This is an optimization exercise on Yosys and OpenROAD, whose aim is small area and a short achievable clock period, not a production implementation. Function was not checked in any run shown here: the RTL went through the layout flow alone. Power and IR drop assume default switching activity.

==> flow/run.sh <==
#!/bin/bash
export BUFFER_PORTS_ARGS="-buffer_cell sky130_fd_sc_hd__buf_2"
bash standard.sh SETUP_SLACK_MARGIN=12.3 finish > standard.log 2>&1
==> design.v <==
`timescale 1ns / 1ps
module NextMux(S, A, B, Y);
	input S;
	input [34:0] A, B;
	output [34:0] Y;
	assign Y = S ? A : B;
endmodule
module Check(n0, n1, n2, n3, n4, e0, e1, e2, e3, e4, q02a, q02b, q34a, q34b, q34c, q1, top, ptop);
	input [6:0] n0, n1, n2, n3, n4, e0, e1, e2, e3, e4;
	output q02a, q02b, q34a, q34b, q34c, q1, top, ptop;
	function eqk9;
		input [8:0] x, y, kc;
		reg [8:0] c;
		begin
			c = (x & y) | ((x | y) & ~kc);
			eqk9 = (x ^ y ^ kc) == {c[7:0], 1'b0};
		end
	endfunction
	wire [6:0] e2p = (e2 == 7'd93) ? 7'd0 : (e2 == 7'd94) ? 7'd1 : e2 + 7'd2;
	wire [6:0] e4p = (e4 == 7'd94) ? 7'd0 : e4 + 7'd1;
	wire v = (e0 == e2p) & (e3 == e4p);
	assign ptop = (e0 == 7'd0) & (e1 == 7'd94) & (e2 == 7'd93) & (e3 == 7'd2) & (e4 == 7'd1);
	wire [6:0] h1a = {1'b0, e1[6:1]};
	wire [6:0] h1b = {1'b0, e1[6:1]} + 7'd47;
	wire [6:0] ne2 = ~e2;
	wire [6:0] a02 = n0 ^ n2 ^ ne2;
	wire [6:0] b02 = (n0 & n2) | (n0 & ne2) | (n2 & ne2);
	assign q02a = eqk9({2'b0, a02}, {1'b0, b02, 1'b0}, 9'd127);
	assign q02b = eqk9({2'b0, a02}, {1'b0, b02, 1'b0}, 9'd222);
	wire [6:0] ne4 = ~e4;
	wire [6:0] a34 = n3 ^ n4 ^ ne4;
	wire [6:0] b34 = (n3 & n4) | (n3 & ne4) | (n4 & ne4);
	assign q34a = eqk9({2'b0, a34}, {1'b0, b34, 1'b0}, 9'd124);
	assign q34b = eqk9({2'b0, a34}, {1'b0, b34, 1'b0}, 9'd219);
	assign q34c = eqk9({2'b0, a34}, {1'b0, b34, 1'b0}, 9'd314);
	assign q1 = v & (e1[0] ? (n1 == h1a) : (n1 == h1b));
	assign top = (n0 == 7'd94) & (n1 == 7'd94) & (n2 == 7'd94) & (n3 == 7'd94) & (n4 == 7'd94);
endmodule
module System(RESET, CLK, ENCRYPTED, PASSWD_INIT, FLAG, FOUND, TXD);
	input RESET;
	input CLK;
	input [0:39] ENCRYPTED;
	input [0:39] PASSWD_INIT;
	output FLAG;
	output FOUND;
	output TXD;
	function [6:0] inc7;
		input [6:0] x;
		input c;
		integer k;
		reg t;
		begin
			t = c;
			for (k = 0; k < 7; k = k + 1) begin
				inc7[k] = x[k] ^ t;
				t = t & x[k];
			end
		end
	endfunction
	wire [6:0] e0 = ENCRYPTED[1:7];
	wire [6:0] e1 = ENCRYPTED[9:15];
	wire [6:0] e2 = ENCRYPTED[17:23];
	wire [6:0] e3 = ENCRYPTED[25:31];
	wire [6:0] e4 = ENCRYPTED[33:39];
	wire [34:0] init = {PASSWD_INIT[1:7], PASSWD_INIT[9:15], PASSWD_INIT[17:23], PASSWD_INIT[25:31], PASSWD_INIT[33:39]};
	reg rst_q;
	always @(posedge CLK) rst_q <= RESET;
	reg [6:0] p0, p1, p2, p3, p4;
	reg f02a, f02b, f34a, f34b, f34c, f1;
	wire found = (f02a | f02b) & (f34a | f34b | f34c) & f1;
	wire w4 = p4 == 7'd94;
	wire w3 = p3 == 7'd94;
	wire w2 = p2 == 7'd94;
	wire w1 = p1 == 7'd94;
	wire top = w4 & w3 & w2 & w1 & (p0 == 7'd94);
	wire stop = found | top;
	wire c4 = !stop;
	wire c3 = c4 & w4;
	wire c2 = c3 & w3;
	wire c1 = c2 & w2;
	wire c0 = c1 & w1;
	wire [6:0] i4 = (c3) ? 7'd0 : inc7(p4, c4);
	wire [6:0] i3 = (c2) ? 7'd0 : inc7(p3, c3);
	wire [6:0] i2 = (c1) ? 7'd0 : inc7(p2, c2);
	wire [6:0] i1 = (c0) ? 7'd0 : inc7(p1, c1);
	wire [6:0] i0 = inc7(p0, c0);
	wire [34:0] n;
	NextMux nm(.S(RESET), .A(init), .B({i0, i1, i2, i3, i4}), .Y(n));
	wire [6:0] n0 = n[34:28];
	wire [6:0] n1 = n[27:21];
	wire [6:0] n2 = n[20:14];
	wire [6:0] n3 = n[13:7];
	wire [6:0] n4 = n[6:0];
	wire q02a, q02b, q34a, q34b, q34c, q1, topN, ptop;
	Check ck(.n0(n0), .n1(n1), .n2(n2), .n3(n3), .n4(n4), .e0(e0), .e1(e1), .e2(e2), .e3(e3), .e4(e4),
		.q02a(q02a), .q02b(q02b), .q34a(q34a), .q34b(q34b), .q34c(q34c), .q1(q1), .top(topN), .ptop(ptop));
	reg [14:0] hx;
	reg hb15;
	wire hz = hx[13:0] == 14'd0;
	reg fle, flh;
	always @(posedge CLK) begin
		p0 <= n0; p1 <= n1; p2 <= n2; p3 <= n3; p4 <= n4;
		f02a <= q02a; f02b <= q02b;
		f34a <= q34a; f34b <= q34b; f34c <= q34c;
		f1 <= q1;
		hx <= rst_q ? 15'd4 : {hx[13:0], hx[14] ^ hx[13] ^ hz};
		hb15 <= rst_q ? 1'b0 : hb15 ^ (hz & !hx[14]);
		fle <= topN & !ptop;
		flh <= hb15 & !rst_q & !RESET;
	end
	assign FOUND = found;
	assign FLAG = fle | flh;
	reg [8:0] ph;     
	reg [3:0] j;
	reg [2:0] b;
	reg txd;
	wire slot_end = ph == 9'd118;
	wire done = b == 3'd6;
	wire [8:0] phn = {ph[7:0], ph[8] ^ ph[4]};
	always @(posedge CLK) begin
		ph <= !stop ? 9'd1 : rst_q ? 9'd2 : slot_end ? 9'd1 : phn;
		if (rst_q) begin
			j <= 4'd6;
			b <= 3'd0;
		end else if (stop && slot_end) begin
			j <= (j == 4'd0) ? 4'd6 : {j[3] ^ (&j[2:0]), j[2] ^ (&j[1:0]), j[1] ^ j[0], ~j[0]};
			if (j == 4'd0 && !done) b <= {b[2] ^ (&b[1:0]), b[1] ^ b[0], ~b[0]};
		end
	end
	reg dbit;
	always @(*) begin
		case (b)
			3'd1: dbit = j[2:0] == 3'd7 ? 1'b0 : p0[j[2:0]];
			3'd2: dbit = j[2:0] == 3'd7 ? 1'b0 : p1[j[2:0]];
			3'd3: dbit = j[2:0] == 3'd7 ? 1'b0 : p2[j[2:0]];
			3'd4: dbit = j[2:0] == 3'd7 ? 1'b0 : p3[j[2:0]];
			3'd5: dbit = j[2:0] == 3'd7 ? 1'b0 : p4[j[2:0]];
			default: dbit = 1'b1;
		endcase
	end
	wire low = !done & ((j == 4'd7) | (j[3] & !dbit));
	always @(posedge CLK) txd <= RESET | rst_q | !low;
	assign TXD = txd;
endmodule
==> config.mk <==
export PLATFORM = sky130hd
export DESIGN_NAME = System
export DESIGN_NICKNAME = System
export VERILOG_FILES = /design/flow/design.v
export SDC_FILE = /design/flow/constraint.sdc
export NUM_CORES = 4
export LEC_CHECK = 0
export CAP_MARGIN = 20
export CORE_MARGIN = 2
export CORE_UTILIZATION = 40
export SLEW_MARGIN = 20
export SYNTH_HIERARCHICAL = 1
export SYNTH_MINIMUM_KEEP_SIZE = 0
==> standard.sh <==
#!/bin/bash
# synth_recipe.tcl (not shown) runs the flow's synth.tcl, then flattens the netlist and writes it again
# the make line also repeats each setting of config.mk as NAME=value (left out here)
make -C /OpenROAD-flow-scripts/flow DESIGN_CONFIG=/design/flow/config.mk WORK_HOME=/design/flow/orfs CLKGATE_MAP_FILE= SYNTH_SCRIPT=/design/flow/synth_recipe.tcl "${@:-finish}"
==> constraint.sdc <==
create_clock -name core_clock -period 17.0 [get_ports {CLK}]
set_input_delay 3.4000 -clock core_clock [delete_from_list [all_inputs] [get_ports {CLK}]]
set_output_delay 3.4000 -clock core_clock [all_outputs]
set_load 0.01 [all_outputs]
==> results of run 1 <==
## per-module statistics from Yosys, one instance, submodules excluded
module   times used  cells  flip-flops and latches
Check             1    253                       0
System            1    303                      77
NextMux           1     39                       0
## cells by family (layout without fill, tap and decap cells)
group,Yosys count,count (layout)
and+or+nand+nor,208,208
DFF,77,77
adders and majority gates,75,75
buffers and inverters,68,159
AOI/OAI and AO/OA,66,66
muxes,54,54
xor gates and xnor gates,47,47
## cell type report
type	count	share of cell area, %
Multi-Input combinational cell	450	59.0
Timing Repair Buffer	95	8.93
Clock buffer	12	3.53
Sequential cell	77	22.1
Clock inverter	2	0.502
Inverter	50	2.69
Tap cell	184	3.30
## layout by cell type, fill, tap and decap left out, types with 19 or more instances in the layout
master,count
a21oi_1,19
xnor2_1,28
nor2b_1,40
dfxtp_1,77
ha_1,56
nor2_1,22
mux2_4,33
inv_1,45
buf_2,73
## metal layers
layer / track usage [%] / up-vias / wire (um)
met5: 0 / - / 0
met4: 4.63 / 0 / 203
met3: 2.92 / 18 / 610
met2: 33.5 / 101 / 7450
met1: 23.8 / 2269 / 6400
li1: - / 2285 / -
## synthesized netlist by cell type (5+ instances only)
cell and instances:
a31oi_1 6, nand2b_1 7, xnor2_1 30, and2_1 17, a21oi_1 19, dfxtp_1 77
nor2_1 23, o21ai_0 17, nor4b_1 5, xor2_1 17, nand4b_1 5, nor3_1 9
or4_1 7, clkbuf_1 9, nand3_1 17, mux2_4 30, inv_1 49, mux2_2 8
fa_1 14, mux2i_1 11, nand4_1 13, ha_1 61, nand2_1 15, nor2b_1 40
nor4_1 14, mux4_2 5
## flip-flops by register name, summed over array words and instances (netlist names)
name and count:
flh 1, f1 1, p3 7, p0 7
ph 9, f34c 1, j 4, f02b 1
f34b 1, p4 7, p2 7, hx 15
fle 1, p1 7, f02a 1, b 3
f34a 1, rst_q 1, hb15 1, txd 1
## critical path: cells and delay by family
kind,cells,cell delay (ns)
AND/OR/NAND/NOR,4,1.03
buffers and inverters,5,0.62
multiplexers,1,0.31
XOR/XNOR,2,0.28
## worst min-delay path by stage
stage          startpoint    end
2_1_floorplan       hx[1]  hx[2]
3_3_place_gp        hx[1]  hx[2]
3_5_place_dp        hx[1]  hx[2]
4_1_cts             hx[1]  hx[2]
5_1_grt             ph[5]  ph[6]
6_report            ph[5]  ph[6]
## where the power goes
part | switching [mW] | internal, mW
Clock | 0.0693 | 0.116
Sequential | 0.0106 | 0.193
Combinational | 0.0917 | 0.0969
Total | 0.172 | 0.406
## per-stage QoR
step                      area [um^2]  power, mW  instances  hold slack (ns)
after floorplan                  5880      0.334        595            0.415
after global placement           6360      0.372        837            0.423
after detailed placement         6360      0.378        837            0.432
after CTS                        6870      0.579        863            0.444
after global routing             6980      0.612        870            0.458
final                            6980      0.577        870            0.443
## repair_timing
| action | 4_1_cts | 5_1_grt |
|---|---|---|
| buffers inserted | 10 | 7 |
| hold buffers | 0 | 0 |
| pin swaps | 10 | 19 |
| resized for setup | 21 | 12 |
| cloned | 2 | 0 |
| endpoints found under the setup margin | 7 | 8 |
==> summary.txt, run 1 <==
Run status
  – Status: complete, no violations

Power
  – Pwr per Cell Area: 82.7 nW/um^2
  – Static Leak: 3.11 nW
  – Worst VDD drop: 0.0356 mV

Die
  – Row count: 44
  – Die area: 15,500 um^2
  – Core area: 14,400 um^2
  – Initial Util: 40.5%
  – Die Ht: 125 um
  – Die X: 125 um
  – Ports: 85

Setup path
  – Crit path from: RESET
  – RR Startpoint: p4[5]
  – Worst path slowest cell: or4b_1
  – Reg2reg end: f34c
  – Crit-path cells: buf_12, buf_4, buf_8, buf_16, buf_4, mux2_4, xnor2_2, xnor2_1, or4b_1, and4bb_1, nand4_1, nor4_2
  – Worst reg-to-reg setup slack: 11.89 ns
  – CP Class: input port to register
  – Crit end category: register
  – Slowest Stage Delay on Critical Path: 0.50 ns
  – Req. time, crit path: 17.24 ns
  – Critical Path Sink: f1
  – FF-to-FF path depth: 19
  – Cell mode on critical path: buf_4
  – Startpoint types: input port
  – Peak fanout along the critical path: 4
  – Crit path DAT: 5.65 ns

Synthesis
  – Top-area cell type share of the netlist area: 26.5%
  – Synth top area cells: dfxtp_1 (26%), ha_1 (13%), mux2_4 (7.7%), fa_1 (4.8%), xnor2_1 (4.5%)
  – Multiplexer share of the synthesized area: 13.1%
  – Post-synth ARST share: 0%
  – Cell Area, Synth: 5820 um^2
  – Syn_nets: 752
  – Cell taking the most area after synthesis: dfxtp_1
  – Post-synthesis register bit count: 77
  – Post-synthesis compound-gate area fraction: 7.57%
  – Distinct cells, synth: 66
  – Adder-cell share of the synthesized area: 17.9%
  – Synth warn: 8
  – Synth Area in Simple Gates: 22.3%
  – Prevailing post-synth register cell: dfxtp_1
  – Syn Inst Count: 595
  – Post-Synth XOR/XNOR Area: 7.08%
  – Seq/Total Area, Yosys: 26.5%
  – Largest family of logic cells by synthesized area: simple AND/OR/NAND/NOR gates
  – Post-synth EDFFs: 0
  – Avg Inst Size Synth: 9.78 um^2

Finish
  – Fin nets: 840
  – Final Util: 48.6%
  – Area of the multi-input gates: 4110 um^2
  – Diode count: 0
  – Fill count: 1,332
  – Share of layout cells above drive strength 1: 27.4%
  – Area grow syn2layout: 19.9%
  – Seq. cell area: 1540 um^2

STA
  – Post-route minimum period: 5.40 ns
  – Fin crit share: 31.8%
  – PnR worst setup slack: 11.60 ns
  – Setup tns final: 0 ns
  – Slew headroom: 41.1%
  – Clock Skew: 0.00815 ns
  – Final Hold Vio Count: 0
  – Worst-margin pin slew: 0.877 ns
  – Max Freq: 0.185 GHz
  – # setup viols final: 0
  – RSZ-0062 raised after global routing: true
  – Final Max Slew Viols: 0

Detailed routing
  – Iteration-0 DRC count of the detailed router: 255
  – Antenna viol nets, final: 0
  – Post-DR vias/cell: 5.37
  – DRC: 0
  – Final WL: 14,700 um
  – DRT Pass-1 Iters: 5
  – Via count: 4,673
  – Drt wl/cell: 16.9 um

Clocking
  – Clk root buf: clkbuf_16
  – CTS sink cnt: 77
  – CTS clk-pin slew, worst paths: 0.06 ns
  – Level count of the clock H-tree: 3
  – CTS tree: done
  – Clock Latency Late Sink: 0.33 ns
  – CTS max path bufs: 2
  – CTS Buf Count: 9

Placement
  – Setup slack at placement: 10.75 ns
  – Port Buffers: 74
  – Dpl hpwl: 11,100 um
  – RePlAce Congestion: 0.897

GRT
  – All-Layer GR Usage: 18.8%
  – Global-route wire length before repair: 23,600 um
  – Number of global-route vias before repair: 4,715
  – Pin count of the biggest net entering global routing: 27
  – Initial antenna violation count: 0
  – GRT Residual Overflow: 0

Hold path
  – Worst Hold Class: register to register
  – Cell count of the worst hold path: 1

Flow run
  – Max_cap viols: 0
==> inputs of run 2 (changes only) <==
--- a/config.mk
+++ b/config.mk
@@ -11,3 +11 @@
 export SLEW_MARGIN = 20
-export SYNTH_HIERARCHICAL = 1
-export SYNTH_MINIMUM_KEEP_SIZE = 0
==> run 2 against run 1 <==
Against the previous run:
- flip-flop and latch count is the same
- sequential power fell by 2%
- clock skew fell by 0.0015 ns
- sequential share of layout area fell by 0.087 points
- routed wire length increased by 6.4%
- core utilization up 4.1 points
- clock power is essentially flat
- largest cell class unchanged
==> summary.txt, run 2 <==
Synthesis
  – Post-synth top cells: dfxtp_1 (77), ha_1 (61), inv_1 (53), nand2_1 (52), nor2_1 (35)
  – Syn_nets: 769
  – Post-synth EDFFs: 0
  – Post-synth ARST share: 0%
  – Most frequent cell after synthesis: dfxtp_1
  – Prevailing post-synth register cell: dfxtp_1
  – Distinct cells, synth: 64
  – Avg Inst Size Synth: 8.90 um^2
  – Cell Area, Synth: 5460 um^2
  – Synth top area cells: dfxtp_1 (28%), ha_1 (14%), fa_1 (4.8%), xnor2_1 (4.7%), inv_1 (3.6%)
  – Seq/Total Area, Yosys: 28.3%
  – Synth warn: 2
  – Top-area cell type share of the netlist area: 28.3%
  – Syn Inst Count: 613
  – Post-synthesis register bit count: 77
  – Cell taking the most area after synthesis: dfxtp_1

Detailed routing
  – DRC: 0
  – DRT Pass-1 Iters: 5
  – Drt wl/cell: 17.5 um
  – Antenna viol nets, final: 0
  – Post-DR vias/cell: 5.44
  – Iteration-0 DRC count of the detailed router: 428
  – Final WL: 15,600 um
  – Via count: 4,856

Setup path
  – Cell mode on critical path: buf_12
  – Startpoint types: input port
  – Slowest Stage Delay on Critical Path: 0.51 ns
  – Peak fanout along the critical path: 8
  – CP top delay family: simple AND/OR/NAND/NOR gates
  – Crit path DAT: 5.72 ns
  – Req. time, crit path: 17.28 ns
  – Worst path slowest cell: or4_1
  – Crit-path cells: buf_12, buf_12, clkinvlp_4, nand2_1, o21ai_2, fa_1, ha_1, xor2_1, nand4_1, or4_1, nor2_1
  – Worst reg-to-reg setup slack: 12.07 ns
  – CP Class: input port to register
  – Crit end category: register
  – Crit path buf inv count: 3

GRT
  – Initial antenna violation count: 0
  – Pin count of the biggest net entering global routing: 33
  – All-Layer GR Usage: 21.9%
  – Busiest grt layer: met2
  – Number of global-route vias before repair: 4,884
  – Global Route met1 Usage: 28.8%
  – Global-route wire length before repair: 24,900 um
  – Met3 usage: 3.54%
  – GRT Residual Overflow: 0
  – Global routing usage on met2: 36.5%

Run status
  – Status: complete, no violations

Finish
  – Area grow syn2layout: 28.4%
  – Top reg by flops: hx
  – Most frequent cells in the layout: dfxtp_1 (77), buf_2 (68), ha_1 (56), nand2_1 (51), inv_1 (47)
  – Fin nets: 867
  – Finished Layout Cells: 892
  – Max reg flops: 15
  – Biggest regs: hx (15), ph (9)
  – Diode count: 0
  – Commonest non-fill, non-tap cell in the layout: dfxtp_1
  – Share of layout cells above drive strength 1: 26.3%

Power
  – Worst VDD drop: 0.0520 mV
  – Static Leak: 3.08 nW
  – Pwr per Cell Area: 78.0 nW/um^2

Placement
  – Port Buffers: 74
  – Dpl hpwl: 11,600 um
  – RePlAce Congestion: 0.851
  – Placed insts: 848

Clocking
  – CTS Buf Count: 9
  – CTS tree: done
  – CTS sink cnt: 77
  – CTS clk-pin slew, worst paths: 0.06 ns
  – Clk root buf: clkbuf_16
  – Level count of the clock H-tree: 3
  – Clock Latency Late Sink: 0.34 ns
  – CTS max path bufs: 2

Die
  – Die area: 14,600 um^2
  – Die Ht: 121 um
  – Initial Util: 41.0%
  – Core area: 13,300 um^2
  – Ports: 85
  – Row count: 42
  – Die X: 121 um

STA
  – Clock Skew: 0.00670 ns
  – Final Max Slew Viols: 0
  – Setup tns final: 0 ns
  – Slew headroom: 35.8%
  – Final Hold Vio Count: 0
  – Post-route minimum period: 5.44 ns
  – Fin crit share: 32.0%
  – Max Freq: 0.184 GHz
  – WHS: 0.446 ns
  – Worst-margin pin slew: 0.962 ns
  – # setup viols final: 0
  – RSZ-0062 raised after global routing: true

Flow run
  – Max_cap viols: 0

Hold path
  – Worst Hold Class: register to register
## run 2: changes by cell type in the layout (fill, tap and decap cells not counted), sizes merged, moves of 7 or more
cell | previous run | this run
a22oi | 3 | 10
nor2b | 40 | 20
nor2 | 23 | 36
mux2 | 38 | 8
nand2 | 15 | 52
## run 2: area by class of cell
type                       count  area (um^2)
tap                          176          220
timing repair buffer         103          737
clock buffer                  11          253
inverter                      53          228
clock inverter                 5         42.5
multi-input combinational    467         3980
fill                        1247         6290
sequential                    77         1540
## run 2: power by group
| part | leakage, nW | switching, mW | internal (mW) |
|---|---|---|---|
| Sequential | 0.635 | 0.00912 | 0.191 |
| Clock | 0.142 | 0.0793 | 0.108 |
| Combinational | 2.30 | 0.0829 | 0.0762 |
## run 2: path summary, 6_finish.rpt
check                           startpoint    end  cells after the start
worst max-delay path                 RESET   f02b                     11
worst max register to register        f34b   f02b                     19
worst min-delay path                 ph[1]  ph[2]                      1
worst min register to register       ph[1]  ph[2]                      1
## run 2: stage by stage
stage / instance area [um^2] / util, % / setup WS [ns] / power [mW]
floorplan: 5620 / - / 11.05 / 0.300
global placement: 6080 / 45.7 / 10.51 / 0.335
detailed placement: 6080 / 45.7 / 10.50 / 0.339
CTS: 6710 / 50.5 / 11.56 / 0.542
global route: 7010 / 52.7 / 11.45 / 0.574
finish: 7010 / 52.7 / 11.56 / 0.546
## run 2: cell families after synthesis
logic type,after synthesis,synth area share [%]
compound gates,93,11.9
xor+xnor,46,7.39
fa+ha+maj,75,18.9
buf+inv,69,4.91
flops,77,28.3
mux,25,5.92
simple gates,228,22.7
## run 2: metal layers
metal | share of wire [%] | vias to the layer above
met4 | 1.8 | 0
met1 | 47 | 2331
met2 | 47 | 136
met3 | 4.6 | 17
met5 | 0 | -
li1 | - | 2372
## run 2: timing repair
item	CTS	global route
setup endpoints to repair	8	9
setup buffers	8	15
cloned	3	1
pin swaps	21	28
hold buffers	0	0
resized for setup	43	34
==> inputs of run 3 (changes only) <==
--- a/design.v
+++ b/design.v
@@ -7,11 +7,11 @@
 endmodule
-module Check(n0, n1, n2, n3, n4, e0, e1, e2, e3, e4, q02a, q02b, q34a, q34b, q34c, q1, top, ptop);
+module Check(n0, n1, n2, n3, n4, e0, e1, e2, e3, e4, q02a, q02b, q34a, q34b, q1, top, ptop);
 	input [6:0] n0, n1, n2, n3, n4, e0, e1, e2, e3, e4;
-	output q02a, q02b, q34a, q34b, q34c, q1, top, ptop;
-	function eqk9;
-		input [8:0] x, y, kc;
-		reg [8:0] c;
+	output q02a, q02b, q34a, q34b, q1, top, ptop;
+	function eqsum8;
+		input [7:0] x, y, z;
+		reg [7:0] k;
 		begin
-			c = (x & y) | ((x | y) & ~kc);
-			eqk9 = (x ^ y ^ kc) == {c[7:0], 1'b0};
+			k = (x & y) | ((x ^ y) & ~z);
+			eqsum8 = (x ^ y ^ z) == {k[6:0], 1'b0};
 		end
@@ -22,16 +22,11 @@
 	assign ptop = (e0 == 7'd0) & (e1 == 7'd94) & (e2 == 7'd93) & (e3 == 7'd2) & (e4 == 7'd1);
-	wire [6:0] h1a = {1'b0, e1[6:1]};
-	wire [6:0] h1b = {1'b0, e1[6:1]} + 7'd47;
-	wire [6:0] ne2 = ~e2;
-	wire [6:0] a02 = n0 ^ n2 ^ ne2;
-	wire [6:0] b02 = (n0 & n2) | (n0 & ne2) | (n2 & ne2);
-	assign q02a = eqk9({2'b0, a02}, {1'b0, b02, 1'b0}, 9'd127);
-	assign q02b = eqk9({2'b0, a02}, {1'b0, b02, 1'b0}, 9'd222);
-	wire [6:0] ne4 = ~e4;
-	wire [6:0] a34 = n3 ^ n4 ^ ne4;
-	wire [6:0] b34 = (n3 & n4) | (n3 & ne4) | (n4 & ne4);
-	assign q34a = eqk9({2'b0, a34}, {1'b0, b34, 1'b0}, 9'd124);
-	assign q34b = eqk9({2'b0, a34}, {1'b0, b34, 1'b0}, 9'd219);
-	assign q34c = eqk9({2'b0, a34}, {1'b0, b34, 1'b0}, 9'd314);
-	assign q1 = v & (e1[0] ? (n1 == h1a) : (n1 == h1b));
+	wire [6:0] h1 = e1[0] ? {1'b0, e1[6:1]} : {1'b0, e1[6:1]} + 7'd47;
+	wire [7:0] e2b = {1'b0, e2} + 8'd95;
+	assign q02a = eqsum8({1'b0, n0}, {1'b0, n2}, {1'b0, e2});
+	assign q02b = eqsum8({1'b0, n0}, {1'b0, n2}, e2b);
+	wire [6:0] d4 = (e4 >= 7'd3) ? e4 - 7'd3 : e4 + 7'd92;
+	wire [7:0] d4b = {1'b0, d4} + 8'd95;
+	assign q34a = eqsum8({1'b0, n3}, {1'b0, n4}, {1'b0, d4});
+	assign q34b = eqsum8({1'b0, n3}, {1'b0, n4}, d4b);
+	assign q1 = v & (n1 == h1);
 	assign top = (n0 == 7'd94) & (n1 == 7'd94) & (n2 == 7'd94) & (n3 == 7'd94) & (n4 == 7'd94);
@@ -68,4 +63,4 @@
 	reg [6:0] p0, p1, p2, p3, p4;
-	reg f02a, f02b, f34a, f34b, f34c, f1;
-	wire found = (f02a | f02b) & (f34a | f34b | f34c) & f1;
+	reg f02a, f02b, f34a, f34b, f1;
+	wire found = (f02a | f02b) & (f34a | f34b) & f1;
 	wire w4 = p4 == 7'd94;
@@ -93,5 +88,5 @@
 	wire [6:0] n4 = n[6:0];
-	wire q02a, q02b, q34a, q34b, q34c, q1, topN, ptop;
+	wire q02a, q02b, q34a, q34b, q1, topN, ptop;
 	Check ck(.n0(n0), .n1(n1), .n2(n2), .n3(n3), .n4(n4), .e0(e0), .e1(e1), .e2(e2), .e3(e3), .e4(e4),
-		.q02a(q02a), .q02b(q02b), .q34a(q34a), .q34b(q34b), .q34c(q34c), .q1(q1), .top(topN), .ptop(ptop));
+		.q02a(q02a), .q02b(q02b), .q34a(q34a), .q34b(q34b), .q1(q1), .top(topN), .ptop(ptop));
 	reg [14:0] hx;
@@ -103,3 +98,3 @@
 		f02a <= q02a; f02b <= q02b;
-		f34a <= q34a; f34b <= q34b; f34c <= q34c;
+		f34a <= q34a; f34b <= q34b;
 		f1 <= q1;
==> run 3 against run 2 <==
Against the previous run:
- clock power down 3%
- via count up 13%
- highest routed layer unchanged
- critical endpoint is now f34b
- register-to-register slack about the same
- synthesized area up 15%
- still clean
- largest cell class unchanged
- combinational power up 14%
- total power up 2.8%
- sequential share of layout area down 2.7 points
- die area up 14%
- routed wire length up 11%
- count of clock-buffer cells in the layout unchanged
==> summary.txt, run 3 <==
Run status
  – Status: complete, no violations

Clocking
  – Level count of the clock H-tree: 3
  – CTS Buf Count: 9
  – CTS sink cnt: 76
  – CTS tree: done
  – Clock Latency Late Sink: 0.34 ns
  – Clk root buf: clkbuf_16
  – Post-CTS Hold Buffers: 0
  – CTS clk-pin slew, worst paths: 0.06 ns
  – CTS max path bufs: 2

Finish
  – Finished Cell Area: 7890 um^2
  – Biggest regs: hx (15), ph (9)
  – Diode count: 0
  – Share of layout cells above drive strength 1: 25.3%
  – Fin nets: 968
  – Final Util: 51.7%
  – Fill count: 1,468
  – Max reg flops: 15
  – Top reg by flops: hx
  – Area of the multi-input gates: 4750 um^2
  – Seq. cell area: 1520 um^2
  – Commonest non-fill, non-tap cell in the layout: dfxtp_1
  – Finished Layout Cells: 1,018
  – Area grow syn2layout: 26.0%
  – Most frequent cells in the layout: dfxtp_1 (76), nand2_1 (70), buf_2 (66), xnor2_1 (48), ha_1 (48)

Die
  – Die Ht: 129 um
  – Initial Util: 41.0%
  – Core area: 15,300 um^2
  – Ports: 85
  – Row count: 45
  – Die area: 16,700 um^2
  – Die X: 129 um

Flow run
  – Max_cap viols: 0

Synthesis
  – Post-synth top cells: dfxtp_1 (76), nand2_1 (73), inv_1 (58), ha_1 (54), xnor2_1 (53)
  – Post-synth ARST share: 0%
  – Post-synthesis register bit count: 76
  – Most frequent cell after synthesis: dfxtp_1
  – Top-area cell type share of the netlist area: 24.3%
  – Avg Inst Size Synth: 8.77 um^2
  – Cell taking the most area after synthesis: dfxtp_1
  – Synth top area cells: dfxtp_1 (24%), ha_1 (11%), fa_1 (9.0%), xnor2_1 (7.4%), nand2_1 (4.4%)
  – Distinct cells, synth: 72
  – Cell Area, Synth: 6260 um^2
  – Seq/Total Area, Yosys: 24.3%
  – Prevailing post-synth register cell: dfxtp_1
  – Syn Inst Count: 714
  – Syn_nets: 878
  – Synth warn: 2
  – Post-synth EDFFs: 0

Setup path
  – Crit-path cells: buf_12, inv_8, ha_4, a2111oi_4, nand2_2, xnor2_2, inv_2, ha_4, nand2_2, o21bai_1, xnor2_1, fa_1, xnor2_2, nand4_1, nor3_2
  – Crit end category: register
  – CP Class: input port to register
  – Req. time, crit path: 17.27 ns
  – Worst path slowest cell: fa_1
  – Crit path DAT: 5.96 ns
  – CP top delay family: adder cells
  – Crit path from: ENCRYPTED[36]
  – Crit path buf inv count: 3
  – Slowest Stage Delay on Critical Path: 0.48 ns
  – Peak fanout along the critical path: 4
  – RR Startpoint: p0[5]
  – Startpoint types: input port

STA
  – # setup viols final: 0
  – Fin crit share: 33.5%
  – Worst-margin pin slew: 0.902 ns
  – Max Freq: 0.176 GHz
  – RSZ-0062 raised after global routing: true
  – Slew headroom: 39.8%
  – Post-route minimum period: 5.69 ns
  – Final Hold Vio Count: 0
  – Final Max Slew Viols: 0
  – Clock Skew: 0.00472 ns
  – Setup tns final: 0 ns

Power
  – Worst VDD drop: 0.0384 mV
  – Static Leak: 3.39 nW
  – Final Total Pwr: 561 uW
  – Pwr per Cell Area: 71.2 nW/um^2

Detailed routing
  – Drt wl/cell: 16.9 um
  – Final WL: 17,200 um
  – Antenna viol nets, final: 0
  – Iteration-0 DRC count of the detailed router: 271
  – Via count: 5,477
  – DRT Pass-1 Iters: 5
  – DRC: 0
  – Post-DR vias/cell: 5.38

GRT
  – GRT Residual Overflow: 0
  – Pin count of the biggest net entering global routing: 29
  – Global-route wire length before repair: 28,000 um
  – Initial antenna violation count: 0
  – All-Layer GR Usage: 21.7%
  – Number of global-route vias before repair: 5,685

Hold path
  – Hold Crit Start: hx[1]
  – Worst Hold Class: register to register

Placement
  – Dpl hpwl: 13,000 um
  – Placed insts: 970
  – Port Buffers: 74
  – Post-DP Area: 6900 um^2
  – RePlAce Congestion: 0.834
[run 3: cell type report]
class / instances / share of cell area (%)
clock buffers: 11 / 2.95
well taps: 211 / 3.35
clock inverters: 3 / 0.508
repair buffers: 109 / 10.7
multi-input cells: 550 / 60.2
flip-flops and latches: 76 / 19.3
inverters: 58 / 3.05
[run 3: power breakdown]
group	switching, mW	leakage, nW	internal [mW]
Combinational	0.0951	2.63	0.0870
Clock	0.0698	0.135	0.111
Sequential	0.00960	0.627	0.188
[run 3: per-layer routing]
| metal | share of wire (%) | global-route usage, % | wire [um] | vias to the layer above |
|---|---|---|---|---|
| met5 | 0 | 0 | 0 | - |
| met4 | 3.3 | 8.57 | 562 | 0 |
| met3 | 5.0 | 4.38 | 862 | 34 |
| met2 | 51 | 39.5 | 8740 | 165 |
| met1 | 41 | 25.0 | 7070 | 2597 |
| li1 | - | - | - | 2681 |
[run 3: path summary, 6_finish.rpt]
path                            cells past startpoint     to  slack, ns
worst min-delay path                                1  hx[2]       0.44
worst min register to register                      1  hx[2]       0.44
worst max register to register                     18   f34a      12.08
worst max-delay path                               15   f34b      11.31
[run 3: worst reg2reg max path, delay by kind of cell (launching register included)]
kind            cells  cell delay [ns]
xor+xnor            2             0.30
compound gates      2             0.82
fa+ha+maj           7             1.69
buf+inv             2             0.26
simple gates        5             1.41
flops               1             0.33
[run 3: stage by stage]
step | worst slack, ns | hold WS, ns
3_3_place_gp | 10.40 | 0.429
3_5_place_dp | 10.38 | 0.431
4_1_cts | 11.29 | 0.440
5_1_grt | 11.05 | 0.455
6_report | 11.31 | 0.437
2_1_floorplan | 10.99 | 0.415
[run 3: repair_timing]
| item | 4_1_cts | 5_1_grt |
|---|---|---|
| resized for setup | 79 | 10 |
| setup endpoints to repair | 7 | 6 |
| endpoints found under the hold margin | 0 | 0 |
| pin swaps | 24 | 14 |
| buffers inserted | 26 | 4 |
| cloned | 4 | 0 |
[run 3: kinds of logic after synthesis]
logic type               count (synthesis)  share of synthesized area (%)
AO/OA/AOI/OAI                          122                           14.2
XOR/XNOR                                71                           9.93
adder cells (fa/ha/maj)                 82                           19.7
buffers and inverters                   88                           5.50
flip-flops                              76                           24.3
multiplexers                            23                           4.76
AND/OR/NAND/NOR                        252                           21.5
==> inputs of run 4 (changes only) <==
--- a/design.v
+++ b/design.v
@@ -7,25 +7,41 @@
 endmodule
-module Check(n0, n1, n2, n3, n4, e0, e1, e2, e3, e4, q02a, q02b, q34a, q34b, q1, top, ptop);
+module Check(n0, n1, n2, n3, n4, e0, e1, e2, e3, e4, q02, q34, q1, top, ptop);
 	input [6:0] n0, n1, n2, n3, n4, e0, e1, e2, e3, e4;
-	output q02a, q02b, q34a, q34b, q1, top, ptop;
-	function eqsum8;
-		input [7:0] x, y, z;
-		reg [7:0] k;
+	output q02, q34, q1, top, ptop;
+	function eqk9;
+		input [8:0] x, y, kc;
+		reg [8:0] c;
 		begin
-			k = (x & y) | ((x ^ y) & ~z);
-			eqsum8 = (x ^ y ^ z) == {k[6:0], 1'b0};
+			c = (x & y) | ((x | y) & ~kc);
+			eqk9 = (x ^ y ^ kc) == {c[7:0], 1'b0};
 		end
 	endfunction
-	wire [6:0] e2p = (e2 == 7'd93) ? 7'd0 : (e2 == 7'd94) ? 7'd1 : e2 + 7'd2;
-	wire [6:0] e4p = (e4 == 7'd94) ? 7'd0 : e4 + 7'd1;
+	function [6:0] addk7;
+		input [6:0] x, kc;
+		integer k;
+		reg c;
+		begin
+			c = 1'b0;
+			for (k = 0; k < 7; k = k + 1) begin
+				addk7[k] = x[k] ^ kc[k] ^ c;
+				c = (x[k] & kc[k]) | (c & (x[k] | kc[k]));
+			end
+		end
+	endfunction
+	wire hi2 = (e2[6:2] == 5'b10111) & (e2[1] ^ e2[0]);           
+	wire [6:0] e2p = hi2 ? {6'b0, e2[1]} : addk7(e2, 7'd2);
+	wire [6:0] e4p = (e4 == 7'd94) ? 7'd0 : addk7(e4, 7'd1);
+	wire lo4 = (e4[6:2] == 5'b0) & ~(e4[1] & e4[0]);               
+	wire [6:0] d4 = lo4 ? {5'b10111, e4[1:0]} : addk7(e4, 7'd125);
 	wire v = (e0 == e2p) & (e3 == e4p);
 	assign ptop = (e0 == 7'd0) & (e1 == 7'd94) & (e2 == 7'd93) & (e3 == 7'd2) & (e4 == 7'd1);
-	wire [6:0] h1 = e1[0] ? {1'b0, e1[6:1]} : {1'b0, e1[6:1]} + 7'd47;
-	wire [7:0] e2b = {1'b0, e2} + 8'd95;
-	assign q02a = eqsum8({1'b0, n0}, {1'b0, n2}, {1'b0, e2});
-	assign q02b = eqsum8({1'b0, n0}, {1'b0, n2}, e2b);
-	wire [6:0] d4 = (e4 >= 7'd3) ? e4 - 7'd3 : e4 + 7'd92;
-	wire [7:0] d4b = {1'b0, d4} + 8'd95;
-	assign q34a = eqsum8({1'b0, n3}, {1'b0, n4}, {1'b0, d4});
-	assign q34b = eqsum8({1'b0, n3}, {1'b0, n4}, d4b);
+	wire [6:0] h1 = e1[0] ? {1'b0, e1[6:1]} : addk7({1'b0, e1[6:1]}, 7'd47);
+	wire [6:0] ne2 = ~e2;
+	wire [6:0] a02 = n0 ^ n2 ^ ne2;
+	wire [6:0] b02 = (n0 & n2) | (n0 & ne2) | (n2 & ne2);
+	assign q02 = eqk9({2'b0, a02}, {1'b0, b02, 1'b0}, {1'b0, ~a02[0], 1'b1, a02[0], 4'b1111, a02[0]});
+	wire [6:0] nd4 = ~d4;
+	wire [6:0] a34 = n3 ^ n4 ^ nd4;
+	wire [6:0] b34 = (n3 & n4) | (n3 & nd4) | (n4 & nd4);
+	assign q34 = eqk9({2'b0, a34}, {1'b0, b34, 1'b0}, {1'b0, ~a34[0], 1'b1, a34[0], 4'b1111, a34[0]});
 	assign q1 = v & (n1 == h1);
@@ -63,4 +79,4 @@
 	reg [6:0] p0, p1, p2, p3, p4;
-	reg f02a, f02b, f34a, f34b, f1;
-	wire found = (f02a | f02b) & (f34a | f34b) & f1;
+	reg f02, f34, f1;
+	wire found = f02 & f34 & f1;
 	wire w4 = p4 == 7'd94;
@@ -88,5 +104,5 @@
 	wire [6:0] n4 = n[6:0];
-	wire q02a, q02b, q34a, q34b, q1, topN, ptop;
+	wire q02, q34, q1, topN, ptop;
 	Check ck(.n0(n0), .n1(n1), .n2(n2), .n3(n3), .n4(n4), .e0(e0), .e1(e1), .e2(e2), .e3(e3), .e4(e4),
-		.q02a(q02a), .q02b(q02b), .q34a(q34a), .q34b(q34b), .q1(q1), .top(topN), .ptop(ptop));
+		.q02(q02), .q34(q34), .q1(q1), .top(topN), .ptop(ptop));
 	reg [14:0] hx;
@@ -97,4 +113,3 @@
 		p0 <= n0; p1 <= n1; p2 <= n2; p3 <= n3; p4 <= n4;
-		f02a <= q02a; f02b <= q02b;
-		f34a <= q34a; f34b <= q34b;
+		f02 <= q02; f34 <= q34;
 		f1 <= q1;
==> run 4 against run 3 <==
Against the previous run:
- register-to-register slack got worse by 0.60 ns
- flip-flop and latch count fell by 2
- final area fell by 9.7%
- critical endpoint is now f34
- via count fell by 10%
- non-clock buffer count fell by 13
- count of clock-buffer cells in the layout did not move
- maximum frequency fell by 0.69%
- final cell count fell by 12%
- sequential share of layout area rose by 1.5 points
- first-iteration DRC count fell by 8.9%
- clock skew rose by 0.00072 ns
==> summary.txt, run 4 <==
Run status
  – Status: complete, no violations

Setup path
  – Peak fanout along the critical path: 6
  – Startpoint types: input port
  – CP Class: input port to register
  – Worst reg-to-reg setup slack: 11.48 ns
  – Req. time, crit path: 17.23 ns
  – Crit path DAT: 5.96 ns
  – Crit end category: register

Detailed routing
  – DRT Pass-1 Iters: 4
  – DRC: 0
  – Via count: 4,914
  – Antenna viol nets, final: 0
  – Post-DR vias/cell: 5.50
  – Drt wl/cell: 17.3 um
  – Iteration-0 DRC count of the detailed router: 247
  – Final WL: 15,400 um

Finish
  – Share of layout cells above drive strength 1: 26.6%
  – Commonest non-fill, non-tap cell in the layout: dfxtp_1
  – Biggest regs: hx (15), ph (9)
  – Area grow syn2layout: 27.0%
  – Fin nets: 876
  – Fill count: 1,291
  – Most frequent cells in the layout: dfxtp_1 (74), buf_2 (69), ha_1 (57), inv_1 (56), nand2_1 (50)
  – Finished Cell Area: 7130 um^2
  – Max reg flops: 15
  – Top reg by flops: hx
  – Diode count: 0

Synthesis
  – Synth warn: 2
  – Distinct cells, synth: 71
  – Prevailing post-synth register cell: dfxtp_1
  – Post-synthesis register bit count: 74
  – Cell taking the most area after synthesis: dfxtp_1
  – Synth top area cells: dfxtp_1 (26%), ha_1 (16%), fa_1 (5.0%), inv_1 (4.1%), xnor2_1 (3.7%)
  – Seq/Total Area, Yosys: 26.4%
  – Post-synth ARST share: 0%
  – Post-synth top cells: dfxtp_1 (74), ha_1 (72), inv_1 (62), nand2_1 (52), nor2_1 (36)
  – Cell Area, Synth: 5610 um^2
  – Syn_nets: 787
  – Post-synth EDFFs: 0
  – Syn Inst Count: 619
  – Avg Inst Size Synth: 9.07 um^2
  – Top-area cell type share of the netlist area: 26.4%
  – Most frequent cell after synthesis: dfxtp_1

STA
  – Final Max Slew Viols: 0
  – Setup tns final: 0 ns
  – Clock Skew: 0.00544 ns
  – RSZ-0062 raised after global routing: true
  – Fin crit share: 33.7%
  – Final Hold Vio Count: 0
  – Worst-margin pin slew: 0.955 ns
  – Slew headroom: 34.7%
  – # setup viols final: 0
  – Post-route minimum period: 5.73 ns
  – Max Freq: 0.174 GHz

Die
  – Die area: 15,000 um^2
  – Core area: 13,800 um^2
  – Die X: 122 um
  – Ports: 85
  – Die Ht: 122 um
  – Initial Util: 40.8%
  – Row count: 43

Clocking
  – Level count of the clock H-tree: 3
  – CTS sink cnt: 74
  – CTS clk-pin slew, worst paths: 0.06 ns
  – CTS tree: done
  – Post-CTS Hold Buffers: 0
  – Clock Latency Late Sink: 0.33 ns
  – CTS Buf Count: 9
  – CTS max path bufs: 2
  – Clk root buf: clkbuf_16

GRT
  – Initial antenna violation count: 0
  – Global-route wire length before repair: 24,400 um
  – All-Layer GR Usage: 20.9%
  – GRT Residual Overflow: 0
  – Pin count of the biggest net entering global routing: 38
  – Number of global-route vias before repair: 5,040

Flow run
  – Max_cap viols: 0

Placement
  – Port Buffers: 74
  – RePlAce Congestion: 0.881
  – Post-DP Area: 6230 um^2
  – Dpl hpwl: 11,400 um

Hold path
  – Worst Hold Class: register to register

Power
  – Worst VDD drop: 0.0463 mV
  – Static Leak: 3.21 nW
  – Pwr per Cell Area: 80.0 nW/um^2
==> run 4: cell count changes after synthesis, moves of 12 or more <==
cell      previous run  this run
a21oi_1             25        11
nand2_1             73        52
fa_1                28        14
xnor2_1             53        24
nand3_1             33        14
clkbuf_1            23        11
ha_1                54        72
==> run 4: report_power, final <==
group	switching [mW]	internal (mW)
Clock	0.0726	0.151
Combinational	0.0790	0.0744
Sequential	0.00932	0.184
Total	0.161	0.409
==> run 4: cell type report <==
cell class | instances | area (um^2) | area share [%]
Inverter | 63 | 259 | 3.63
Clock buffer | 11 | 253 | 3.55
Sequential cell | 74 | 1480 | 20.8
Timing Repair Buffer | 96 | 664 | 9.32
Tap cell | 180 | 225 | 3.16
Clock inverter | 5 | 100 | 1.40
Multi-Input combinational cell | 464 | 4140 | 58.1
==> run 4: stage by stage <==
stage	hold slack, ns	power (mW)	utilization [%]	instances	setup WS, ns
2_1_floorplan	0.415	0.293	-	619	11.16
3_3_place_gp	0.409	0.326	45.2	857	10.76
3_5_place_dp	0.409	0.330	45.2	857	10.67
4_1_cts	0.418	0.565	50.3	881	11.18
5_1_grt	0.451	0.601	51.7	893	11.18
6_report	0.415	0.570	51.7	893	11.27
==> run 4: metal layers <==
layer	vias up	GRT usage [%]	routed length [um]
li1	2398	-	-
met1	2353	24.3	6530
met2	129	38.0	7780
met3	34	3.35	607
met4	0	8.55	490
met5	-	0	0
==> run 4: worst paths after layout <==
kind | start | endpoint | depth (start not counted)
worst max register to register | p1[0] | f34 | 17
worst min register to register | rst_q | flh | 1
worst min-delay path | rst_q | flh | 1
worst max-delay path | ENCRYPTED[37] | f34 | 11
==> run 4: worst max-delay path: stages <==
cell	delay (ns)
buf_2	0.14
or4_4	0.55
nor2_4	0.17
nand2_4	0.09
xnor2_2	0.15
fa_1	0.51
inv_2	0.05
fa_1	0.51
xnor2_1	0.12
nand3_1	0.10
nor4_2	0.18
==> run 4: timing repair <==
item,in CTS,in global routing
setup buffers,6,12
pin swaps,19,16
resized for setup,44,24
setup endpoints to repair,4,4
gates cloned,2,0
==> run 4: logic make-up (layout without fill, tap and decap cells) <==
logic type      after synthesis  in the layout  share of synthesized area, %
flops                        74             74                          26.4
fa+ha+maj                    86             86                          21.0
mux                          30             30                          6.78
xor+xnor                     36             36                          5.62
buf+inv                      81            175                          6.35
compound gates               97             97                          12.2
simple gates                215            215                          21.6
==> inputs of run 5 (changes only) <==
--- a/design.v
+++ b/design.v
@@ -33,4 +33,2 @@
 	wire [6:0] e4p = (e4 == 7'd94) ? 7'd0 : addk7(e4, 7'd1);
-	wire lo4 = (e4[6:2] == 5'b0) & ~(e4[1] & e4[0]);               
-	wire [6:0] d4 = lo4 ? {5'b10111, e4[1:0]} : addk7(e4, 7'd125);
 	wire v = (e0 == e2p) & (e3 == e4p);
@@ -42,6 +40,10 @@
 	assign q02 = eqk9({2'b0, a02}, {1'b0, b02, 1'b0}, {1'b0, ~a02[0], 1'b1, a02[0], 4'b1111, a02[0]});
-	wire [6:0] nd4 = ~d4;
-	wire [6:0] a34 = n3 ^ n4 ^ nd4;
-	wire [6:0] b34 = (n3 & n4) | (n3 & nd4) | (n4 & nd4);
-	assign q34 = eqk9({2'b0, a34}, {1'b0, b34, 1'b0}, {1'b0, ~a34[0], 1'b1, a34[0], 4'b1111, a34[0]});
+	wire [6:0] ne4 = ~e4;
+	wire [6:0] a34 = n3 ^ n4 ^ ne4;
+	wire [6:0] b34 = (n3 & n4) | (n3 & ne4) | (n4 & ne4);
+	wire s34 = a34[0];
+	wire hi3 = (n3[6:2] == 5'b10111) & (n3[1] ^ n3[0]);
+	wire hi4 = (n4[6:2] == 5'b10111) & (n4[1] ^ n4[0]);
+	wire x34 = hi3 & hi4 & (e4[6:1] == 6'd0) & (e4[0] ? (n3[1] & n4[1]) : (n3[1] ^ n4[1]));
+	assign q34 = eqk9({2'b0, a34}, {1'b0, b34, 1'b0}, {1'b0, s34, 1'b1, ~s34, 2'b11, ~s34, s34, s34}) | x34;
 	assign q1 = v & (n1 == h1);
==> run 5 against run 4 <==
Against the previous run:
- still clean
- critical path depth rose by 4
- first-iteration DRC count fell by 22%
- global-route usage fell by 0.78 points
- total power fell by 7.8%
- flip-flop and latch count did not move
- worst hold slack improved by 0.024 ns
- via count fell by 5.8%
- clock power fell by 17%
- die area fell by 3.2%
==> summary.txt, run 5 <==
Clocking
  – CTS sink cnt: 74
  – Level count of the clock H-tree: 3
  – CTS max path bufs: 2
  – Clk root buf: clkbuf_16
  – Post-CTS Hold Buffers: 0
  – CTS Buf Count: 9
  – Clock Latency Late Sink: 0.33 ns
  – CTS clk-pin slew, worst paths: 0.05 ns
  – CTS tree: done

STA
  – Clock Skew: 0.00477 ns
  – PnR worst setup slack: 11.48 ns
  – Final Max Slew Viols: 0
  – Slew headroom: 38.4%
  – RSZ-0062 raised after global routing: true
  – Setup tns final: 0 ns
  – Fin crit share: 32.4%
  – # setup viols final: 0
  – Max Freq: 0.181 GHz
  – Worst-margin pin slew: 0.923 ns
  – Post-route minimum period: 5.52 ns
  – Final Hold Vio Count: 0

Die
  – Ports: 85
  – Die area: 14,500 um^2
  – Core area: 13,200 um^2
  – Die Ht: 121 um
  – Row count: 42
  – Initial Util: 41.0%
  – Die X: 121 um

Synthesis
  – Seq/Total Area, Yosys: 27.3%
  – Post-synth top cells: dfxtp_1 (74), ha_1 (69), nand2_1 (53), inv_1 (52), nor2_1 (31)
  – Avg Inst Size Synth: 9.30 um^2
  – Cell Area, Synth: 5430 um^2
  – Syn_nets: 751
  – Prevailing post-synth register cell: dfxtp_1
  – Distinct cells, synth: 78
  – Synth top area cells: dfxtp_1 (27%), ha_1 (16%), fa_1 (5.9%), xnor2_1 (3.7%), nand2_1 (3.7%)
  – Cell taking the most area after synthesis: dfxtp_1
  – Post-synthesis register bit count: 74
  – Most frequent cell after synthesis: dfxtp_1
  – Post-synth ARST share: 0%
  – Syn Inst Count: 584
  – Top-area cell type share of the netlist area: 27.3%
  – Synth warn: 2
  – Post-synth EDFFs: 0

Setup path
  – Crit path DAT: 5.79 ns
  – Crit-path cells: buf_8, inv_12, ha_4, ha_4, ha_4, inv_2, ha_4, inv_1, ha_1, mux2_4, a22o_1, mux2i_1, o2111ai_1, nor4_1, o311a_1
  – Worst path slowest cell: nor4_1
  – Cell mode on critical path: ha_4
  – Critical Path Sink: f1
  – Req. time, crit path: 17.27 ns
  – Peak fanout along the critical path: 3
  – Slowest Stage Delay on Critical Path: 0.33 ns
  – Crit path from: ENCRYPTED[13]
  – CP Class: input port to register
  – Worst reg-to-reg setup slack: 12.20 ns
  – Crit path buf inv count: 4
  – Reg2reg end: f34
  – Startpoint types: input port
  – Critical path depth: 15
  – FF-to-FF path depth: 21
  – CP top delay family: adder cells
  – RR Startpoint: p4[0]
  – Crit end category: register

GRT
  – Number of global-route vias before repair: 4,736
  – Pin count of the biggest net entering global routing: 36
  – Global-route wire length before repair: 23,000 um
  – Initial antenna violation count: 0
  – GRT Residual Overflow: 0
  – All-Layer GR Usage: 20.1%

Finish
  – Finished Layout Cells: 854
  – Top reg by flops: hx
  – Max reg flops: 15
  – Final Util: 51.7%
  – Share of layout cells above drive strength 1: 25.8%
  – Most frequent cells in the layout: dfxtp_1 (74), buf_2 (69), ha_1 (59), nand2_1 (51), inv_1 (49)
  – Commonest non-fill, non-tap cell in the layout: dfxtp_1
  – Fin nets: 841
  – Diode count: 0
  – Biggest regs: hx (15), ph (9)
  – Area grow syn2layout: 26.0%

Detailed routing
  – Drt wl/cell: 16.6 um
  – Post-DR vias/cell: 5.42
  – Via count: 4,627
  – Final WL: 14,100 um
  – DRC: 0
  – Iteration-0 DRC count of the detailed router: 192
  – Antenna viol nets, final: 0
  – DRT Pass-1 Iters: 5

Placement
  – Dpl hpwl: 10,700 um
  – RePlAce Congestion: 0.816
  – Placed insts: 819
  – Port Buffers: 74
  – Setup slack at placement: 10.35 ns

Power
  – Worst VDD drop: 0.0431 mV
  – Static Leak: 3.10 nW
  – Pwr per Cell Area: 76.8 nW/um^2

Flow run
  – Max_cap viols: 0

Hold path
  – Worst Hold Class: register to register
  – Hold Crit Start: hx[1]

Run status
  – Status: complete, no violations
## run 5: cell families after synthesis
group | after synthesis | share of synthesized area (%)
flip-flops | 74 | 27.3
adder cells (fa/ha/maj) | 85 | 21.8
AO/OA/AOI/OAI | 92 | 12.7
multiplexers | 26 | 6.20
buffers and inverters | 70 | 5.00
AND/OR/NAND/NOR | 204 | 21.7
XOR/XNOR | 33 | 5.32
## run 5: metrics by stage
| step | hold WS (ns) | area [um^2] | power (mW) |
|---|---|---|---|
| floorplan | 0.415 | 5610 | 0.291 |
| finish | 0.439 | 6840 | 0.525 |
| global route | 0.458 | 6840 | 0.558 |
| detailed placement | 0.432 | 6090 | 0.327 |
| CTS | 0.443 | 6620 | 0.522 |
| global placement | 0.428 | 6090 | 0.323 |
## run 5: per-layer routing
| layer | track usage [%] | vias up | routed length, um |
|---|---|---|---|
| met5 | 0 | - | 0 |
| met4 | 7.49 | 0 | 278 |
| met3 | 2.69 | 22 | 531 |
| met2 | 36.1 | 109 | 7130 |
| met1 | 24.4 | 2211 | 6200 |
| li1 | - | 2285 | - |
## run 5: cell type report
| type | instances | area [um^2] |
|---|---|---|
| sequential | 74 | 1480 |
| clock buffer | 13 | 250 |
| inverter | 54 | 228 |
| clock inverter | 2 | 37.5 |
| timing repair buffer | 95 | 676 |
| tap | 176 | 220 |
| fill | 1239 | 6400 |
| multi-input combinational | 440 | 3950 |
## run 5: power breakdown
part	switching, mW	total, mW	internal (mW)
Sequential	0.0103	0.194	0.184
Clock	0.0680	0.185	0.117
Combinational	0.0728	0.147	0.0737
## run 5: timing repair
action                     CTS  global route
cloned                       2             1
pin swaps                   16            19
setup endpoints to repair   12             4
resized for setup           31            27
buffers inserted             9             8
## run 5: how the worst min path moves through the flow
stage	to	slack [ns]	cells past startpoint
global route	hx[2]	0.46	1
floorplan	hx[2]	0.42	1
global placement	hx[2]	0.43	1
finish	hx[2]	0.44	1
CTS	hx[2]	0.44	1
detailed placement	hx[2]	0.43	1
==> inputs of run 6 (changes only) <==
--- a/config.mk
+++ b/config.mk
@@ -9,3 +9,3 @@
 export CORE_MARGIN = 2
-export CORE_UTILIZATION = 40
+export CORE_UTILIZATION = 60
 export SLEW_MARGIN = 20
==> run 6 against run 5 <==
Against the previous run:
- clock skew grew 0.0031 ns
- count of clock-buffer cells in the layout decreased by 4
- non-clock buffer count decreased by 5
- synthesized area unchanged
- critical endpoint unchanged
- maximum frequency rose by 2.5%
- sequential power barely moved
- still clean on timing, DRC and antenna
- total power is 10% lower
- largest power group unchanged
- die area decreased by 32%
- synthesized cell count unchanged
- critical path type unchanged
- flip-flop and latch count is the same
- global-route usage up 8.1 points
- core utilization is 24 points higher
==> summary.txt, run 6 <==
Run status
  – Status: complete, no violations

GRT
  – All-Layer GR Usage: 28.2%
  – Number of global-route vias before repair: 4,650
  – Pin count of the biggest net entering global routing: 36
  – Initial antenna violation count: 0
  – Global-route wire length before repair: 22,100 um
  – GRT Residual Overflow: 0

Detailed routing
  – Post-DR vias/cell: 5.97
  – DRC: 0
  – Final WL: 13,500 um
  – Iteration-0 DRC count of the detailed router: 184
  – Antenna viol nets, final: 0
  – DRT Pass-1 Iters: 4
  – Via count: 4,669
  – Drt wl/cell: 17.2 um

Setup path
  – Crit path DAT: 5.68 ns
  – Crit-path cells: buf_8, ha_4, ha_4, ha_4, ha_4, ha_4, xnor2_4, a222oi_1, o2111ai_1, a211oi_1, o2111ai_1, nor4_1, o311a_1
  – Req. time, crit path: 17.30 ns
  – CP Class: input port to register
  – Startpoint types: input port
  – Worst path slowest cell: a222oi_1
  – CP top delay family: compound AO/OA/AOI/OAI gates
  – Cell mode on critical path: ha_4
  – Crit end category: register
  – Crit path buf inv count: 1
  – Slowest Stage Delay on Critical Path: 0.27 ns
  – Peak fanout along the critical path: 2
  – Worst reg-to-reg setup slack: 12.15 ns

Die
  – Die Ht: 99.1 um
  – Die area: 9820 um^2
  – Row count: 34
  – Die X: 99.1 um
  – Core area: 8760 um^2
  – Ports: 85
  – Initial Util: 62.0%

Synthesis
  – Post-synth top cells: dfxtp_1 (74), ha_1 (69), nand2_1 (53), inv_1 (52), nor2_1 (31)
  – Synth warn: 2
  – Post-synth ARST share: 0%
  – Distinct cells, synth: 78
  – Seq/Total Area, Yosys: 27.3%
  – Syn_nets: 751
  – Most frequent cell after synthesis: dfxtp_1
  – Cell taking the most area after synthesis: dfxtp_1
  – Synth top area cells: dfxtp_1 (27%), ha_1 (16%), fa_1 (5.9%), xnor2_1 (3.7%), nand2_1 (3.7%)
  – Syn Inst Count: 584
  – Post-synth EDFFs: 0
  – Top-area cell type share of the netlist area: 27.3%
  – Avg Inst Size Synth: 9.30 um^2
  – Prevailing post-synth register cell: dfxtp_1
  – Cell Area, Synth: 5430 um^2
  – Post-synthesis register bit count: 74

Finish
  – Fin nets: 836
  – Share of layout cells above drive strength 1: 26.7%
  – Biggest regs: hx (15), ph (9)
  – Finished Layout Cells: 782
  – Top reg by flops: hx
  – Max reg flops: 15
  – Finished Cell Area: 6650 um^2
  – Diode count: 0
  – Commonest non-fill, non-tap cell in the layout: dfxtp_1
  – Area grow syn2layout: 22.5%
  – Final Util: 75.9%
  – Most frequent cells in the layout: dfxtp_1 (74), buf_2 (69), ha_1 (58), nand2_1 (52), inv_1 (48)

Placement
  – Port Buffers: 74
  – Placed insts: 751
  – Post-DP Area: 6010 um^2
  – RePlAce Congestion: 0.897
  – Dpl hpwl: 10,100 um

Power
  – Pwr per Cell Area: 71.0 nW/um^2
  – Worst VDD drop: 0.0400 mV
  – Static Leak: 3.01 nW

STA
  – Setup tns final: 0 ns
  – Max Freq: 0.186 GHz
  – Slew headroom: 43.1%
  – WHS: 0.443 ns
  – Clock Skew: 0.00792 ns
  – Final Max Slew Viols: 0
  – RSZ-0062 raised after global routing: true
  – Final Hold Vio Count: 0
  – Post-route minimum period: 5.38 ns
  – Fin crit share: 31.6%
  – Worst-margin pin slew: 0.852 ns
  – # setup viols final: 0

Hold path
  – Worst Hold Class: register to register

Clocking
  – Clk root buf: clkbuf_8
  – CTS sink cnt: 74
  – Level count of the clock H-tree: 3
  – CTS Buf Count: 9
  – CTS clk-pin slew, worst paths: 0.08 ns
  – Clock Latency Late Sink: 0.36 ns
  – CTS tree: done
  – CTS max path bufs: 2

Flow run
  – Max_cap viols: 0
[run 6: cell count changes in the layout (fill, tap and decap cells not counted), sizes merged]
cell      previous run  this run
clkbuf              14         9
clkinv               0         3
buf                 92        90
bufbuf               2         0
inv                 54        56
bufinv               1         0
clkinvlp             1         2
[run 6: repair_timing]
| action | 4_1_cts | 5_1_grt |
|---|---|---|
| resized for setup | 56 | 15 |
| hold buffers | 0 | 0 |
| pin swaps | 36 | 7 |
| endpoints found under the setup margin | 12 | 5 |
| buffers inserted | 10 | 2 |
| cloned | 3 | 0 |
[run 6: cell type report]
cell class / count / area (um^2)
clock inverter: 7 / 61.3
timing repair buffer: 90 / 627
sequential: 74 / 1480
multi-input combinational: 440 / 3990
inverter: 54 / 233
fill: 630 / 2110
clock buffer: 9 / 124
tap: 108 / 135
[run 6: kinds of logic after synthesis]
family	synth area share (%)
AOI/OAI and AO/OA	12.7
xor gates and xnor gates	5.32
adders and majority gates	21.8
buffers and inverters	5.00
DFF	27.3
muxes	6.20
and+or+nand+nor	21.7
[run 6: routing by layer]
layer / track usage (%) / vias to the layer above / share of wire (%)
met4: 8.01 / 0 / 1.3
met3: 5.97 / 14 / 5.6
li1: - / 2275 / -
met1: 34.8 / 2244 / 42
met5: 0 / - / 0
met2: 49.7 / 136 / 51
[run 6: worst reg2reg max path, delay by kind of cell (launching register included)]
kind                       cells  cell delay (ns)
adders and majority gates      8             1.92
and+or+nand+nor                8             1.59
DFF                            1             0.42
AOI/OAI and AO/OA              2             0.38
xor gates and xnor gates       2             0.37
buffers and inverters          1             0.09
[run 6: path summary, 6_finish.rpt]
| path | cells after the start | startpoint | endpoint |
|---|---|---|---|
| setup / recovery | 13 | ENCRYPTED[38] | f1 |
| hold / removal | 1 | hx[1] | hx[2] |
| setup reg to reg | 21 | p2[2] | f34 |
| hold reg to reg | 1 | hx[1] | hx[2] |
[run 6: where the power goes]
part           switching (mW)  internal, mW
sequential             0.0103         0.183
clock                  0.0721        0.0554
combinational          0.0768        0.0739
total                   0.159         0.313
[run 6: through the flow]
stage / power [mW] / setup slack, ns
2_1_floorplan: 0.291 / 11.13
3_3_place_gp: 0.322 / 10.25
3_5_place_dp: 0.326 / 10.27
4_1_cts: 0.467 / 11.64
5_1_grt: 0.501 / 11.38
6_report: 0.472 / 11.62

==> re-timing with driven ports <==
Ports are ideal in the flow. The routed layouts listed here were re-timed in OpenROAD.
Step 1 (the two cells are an assumption about what drives the block):
set clk [get_ports {CLK}]
set_driving_cell -lib_cell sky130_fd_sc_hd__clkbuf_16 $clk
set_driving_cell -lib_cell sky130_fd_sc_hd__buf_2 [delete_from_list [all_inputs] $clk]
Step 2 times the ports against the registers' clock, not the clock port: input delays grow and output delays shrink by t, the midpoint of the rising clock arrivals with the driver on.
a / b / c = ideal / step 1 / step 2; a / b = the first two.
run	t (ns)	slack for setup (ns)	worst setup path at the end
run 1	0.364	11.595 / 11.573 / 11.209	input to register
run 2	0.378	11.556 / 11.547 / 11.169	input to register
run 3	0.376	11.306 / 11.285 / 10.909	input to register
run 4	0.366	11.267 / 11.280 / 10.914	input to register
run 5	0.369	11.485 / 11.470 / 11.100	input to register
run 6	0.377	11.621 / 11.595 / 11.218	input to register
After both steps setup and hold are still met in every run listed. The setup slack of run 6, which loses most, moves by -0.026 ns with the drivers and by -0.403 ns with both steps.
